Background: an optimization exercise with open tools, aiming at small area and a short achievable clock period. Do not read the settings as production practice.
Function was checked by simulation only, so behaviour that the tests miss may differ from the original.
Power is estimated from default activity; no workload was simulated.

// fpmul_pipe
module fpmul_pipe (clk, oprA, oprB, Result);
    input clk;
    input [31:0] oprA, oprB;
    output [31:0] Result;
    wire [129:0] r1_d;
    wire [7:0] e1_d;
    wire s1_d;
    reg [129:0] r1_q;
    reg [7:0] e1_q;
    reg s1_q;
    wire [24:0] p2_d;
    reg [24:0] p2_q;
    reg [7:0] e2_q;
    reg s2_q;
    fpmul_sa u_sa (.oprA(oprA), .oprB(oprB), .r1(r1_d), .e1(e1_d), .s1(s1_d));
    fpmul_sb u_sb (.r1(r1_q), .p2(p2_d));
    fpmul_sc u_sc (.p2(p2_q), .e2(e2_q), .s2(s2_q), .Result(Result));
    always @(posedge clk)
    begin
        r1_q <= r1_d;
        e1_q <= e1_d;
        s1_q <= s1_d;
        p2_q <= p2_d;
        e2_q <= e1_q;
        s2_q <= s1_q;
    end
endmodule
clock: 9.5 ns
lec_check: 0
cap_margin: 20
core_margin: 2
core_utilization: 40
cts_buf_list: sky130_fd_sc_hd__clkbuf_4 sky130_fd_sc_hd__clkbuf_8
setup_slack_margin: 5
slew_margin: 20
synth_hierarchical: 1
synth_minimum_keep_size: 0
standard.sh (not shown) runs the stock make flow with config.mk's settings and CLKGATE_MAP_FILE= SYNTH_SCRIPT=/design/flow/synth_recipe.tcl, a recipe that flattens the netlist after the stock synthesis.
==> flow/flow/run.sh <==
#!/bin/bash
# The standard layout, except that the port buffers are buf_4 cells rather than the
# clkdlybuf4s50_1 delay cells buffer_ports picks by default.
set -euo pipefail
export BUFFER_PORTS_ARGS="-buffer_cell sky130_fd_sc_hd__buf_4"
bash standard.sh finish > orfs_flow.log 2>&1
The baseline completed without violations.
Then changed:
==> flow/flow/run.sh (replaced) <==
#!/bin/bash
# The standard layout, except that the port buffers are buf_1 cells rather than the
# clkdlybuf4s50_1 delay cells buffer_ports picks by default.
set -euo pipefail
export BUFFER_PORTS_ARGS="-buffer_cell sky130_fd_sc_hd__buf_1"
bash standard.sh finish > orfs_flow.log 2>&1
Settings changed: CTS_BUF_LIST sky130_fd_sc_hd__clkbuf_4 sky130_fd_sc_hd__clkbuf_8 to not set.
The changed run went through all stages and came out clean. Worst setup slack gains 0.048 ns. Die area stays the same. Maximum frequency came out higher slightly. Clock-buffer cell count does not change. Wire length drops slightly. Worst hold slack stays flat. Total power grows slightly. First-iteration DRC count increases by a few percent. Via count goes up slightly.
Then changed:
==> flow/flow/run.sh (replaced) <==
#!/bin/bash
# The standard layout, except that the port buffers are buf_2 cells rather than the
# clkdlybuf4s50_1 delay cells buffer_ports picks by default.
set -euo pipefail
export BUFFER_PORTS_ARGS="-buffer_cell sky130_fd_sc_hd__buf_2"
bash standard.sh finish > orfs_flow.log 2>&1
Settings changed: TNS_END_PERCENT set to 0.
Result: Fmax drops by 2.5%. Power drops by 1.2%. Final cell count drops by 0.93%. Register-to-register slack is better by 0.23 ns.
Then changed:
==> flow/flow/run.sh (replaced) <==
#!/bin/bash
# The standard layout, except that the port buffers are buf_4 cells rather than the
# clkdlybuf4s50_1 delay cells buffer_ports picks by default.
set -euo pipefail
export BUFFER_PORTS_ARGS="-buffer_cell sky130_fd_sc_hd__buf_4"
bash standard.sh finish > orfs_flow.log 2>&1
Effect: Cell count hardly moves. Power stays flat. First-iteration DRC count decreases by 13%. Routed wire length rises by 1.0%. Setup slack is better by 0.059 ns.
Then changed:
Settings changed: TNS_END_PERCENT 0 to not set.
After rerunning:
- clock-buffer cell count rose by 6
- cell area rose by 0.88%
- utilization rose by 0.37 points
- wire length rose by 1.3%
- power rose by 1.5%
Then changed:
==> flow/flow/run.sh (replaced) <==
#!/bin/bash
# The standard layout, except that the port buffers are buf_4 cells rather than the
# clkdlybuf4s50_1 delay cells buffer_ports picks by default, and that timing repair aims
# for a setup slack of 5.2 ns at the 9.5 ns clock.
set -euo pipefail
export BUFFER_PORTS_ARGS="-buffer_cell sky130_fd_sc_hd__buf_4"
export SETUP_SLACK_MARGIN=5.2
bash standard.sh finish > orfs_flow.log 2>&1
Settings changed: CTS_BUF_LIST set to sky130_fd_sc_hd__clkbuf_4 sky130_fd_sc_hd__clkbuf_8, SETUP_SLACK_MARGIN 5 to not set.
Result: The new run ran to the end with no violations. Global-route usage rises by 0.72 points. Sequential share of layout area falls by 0.49 points. Final cell count rises by 0.86%. Die area stays the same.

---

## alpha
fpmul_pipe again, from the RTL that the note above started with.
==> flow/config.mk <==
export PLATFORM = sky130hd
export DESIGN_NAME = fpmul_pipe
export DESIGN_NICKNAME = fpmul_pipe
export VERILOG_FILES = /design/flow/design.v
export SDC_FILE = /design/flow/constraint.sdc
export NUM_CORES = 4
export LEC_CHECK = 0
export CAP_MARGIN = 20
export CORE_MARGIN = 2
export CORE_UTILIZATION = 40
export SETUP_SLACK_MARGIN = 5
export SLEW_MARGIN = 20
export SYNTH_HIERARCHICAL = 1
export SYNTH_MINIMUM_KEEP_SIZE = 0
==> flow/constraint.sdc <==
create_clock -name core_clock -period 9.5 [get_ports {clk}]
set_input_delay 1.9000 -clock core_clock [delete_from_list [all_inputs] [get_ports {clk}]]
set_output_delay 1.9000 -clock core_clock [all_outputs]
set_load 0.01 [all_outputs]
==> flow/flow/run.sh <==
#!/bin/bash
# The standard layout, except that the port buffers are buf_8 cells rather than the
# clkdlybuf4s50_1 delay cells buffer_ports picks by default.
set -euo pipefail
export BUFFER_PORTS_ARGS="-buffer_cell sky130_fd_sc_hd__buf_8"
bash standard.sh finish > orfs_flow.log 2>&1
alpha ran to completion and came out clean on the timing, DRC and antenna checks.
Relative to alpha, the following input files were edited for beta:
Settings: SETUP_SLACK_MARGIN removed (was 5).
==> flow/flow/run.sh <==
#!/bin/bash
# The standard layout, except that the port buffers are buf_4 cells rather than the
# clkdlybuf4s50_1 delay cells buffer_ports picks by default, and that timing repair aims
# for a setup slack of 5.5 ns at the 9.5 ns clock.
set -euo pipefail
export BUFFER_PORTS_ARGS="-buffer_cell sky130_fd_sc_hd__buf_4"
export SETUP_SLACK_MARGIN=5.5
bash standard.sh finish > orfs_flow.log 2>&1
### Flow results
The estimated power of beta ends up higher than the estimate for alpha. beta vs alpha, cell with the largest stage delay on the worst path: sky130_fd_sc_hd__fa_2 vs sky130_fd_sc_hd__fa_1. On beta: overall routing resource usage is 3.6 points higher than what alpha gave. beta vs alpha — met2 layer wire length in the routed design climbed by more than 10%. ~same placed instance area in alpha and beta. Remaining max-slew budget at the tightest pin (beta over alpha): increase, 31 points. beta leaves more setup margin than alpha. beta vs. alpha: design area rose by 3600 um2; count of plain and timing-repair buffers moved up; total combinational power increased by about 7% relative to the old numbers.

port drivers added, routing unchanged:
Ports are ideal in the flow. The routed layouts listed here were re-timed in OpenROAD. Step 1: set_driving_cell puts a clkbuf_16 on clk and a buf_2 on each other input, an assumption about the parent block. Step 2 adds t to the input delays and takes it off the output delays; t is the mean of the earliest and latest rising clock arrival at the registers after step 1. Input paths then give back, and output paths get back, about the clock's delay inside the block. Slacks: ideal / step 1 / step 2; pairs: ideal / step 1.
run	shift t [ns]	slack for setup (ns)	worst setup path at the end
the first run of note 1	0.568	5.020 / 5.046 / 4.479	input to register
the second run of note 1	0.522	5.068 / 5.098 / 4.577	input to register
the third run of note 1	0.526	4.953 / 4.968 / 4.443	input to register
the fourth run of note 1	0.537	5.013 / 5.033 / 4.496	input to register
the fifth run of note 1	0.521	5.058 / 5.094 / 4.573	input to register
the sixth run of note 1	0.566	5.148 / 5.174 / 4.609	input to register
alpha	0.523	5.057 / 5.074 / 4.551	input to register
beta	0.540	5.279 / 5.185 / 4.645	input to register
After both steps every run listed still meets setup and hold. For beta, which loses most, drivers alone change the setup slack by -0.094 ns; drivers and shift together by -0.634 ns.
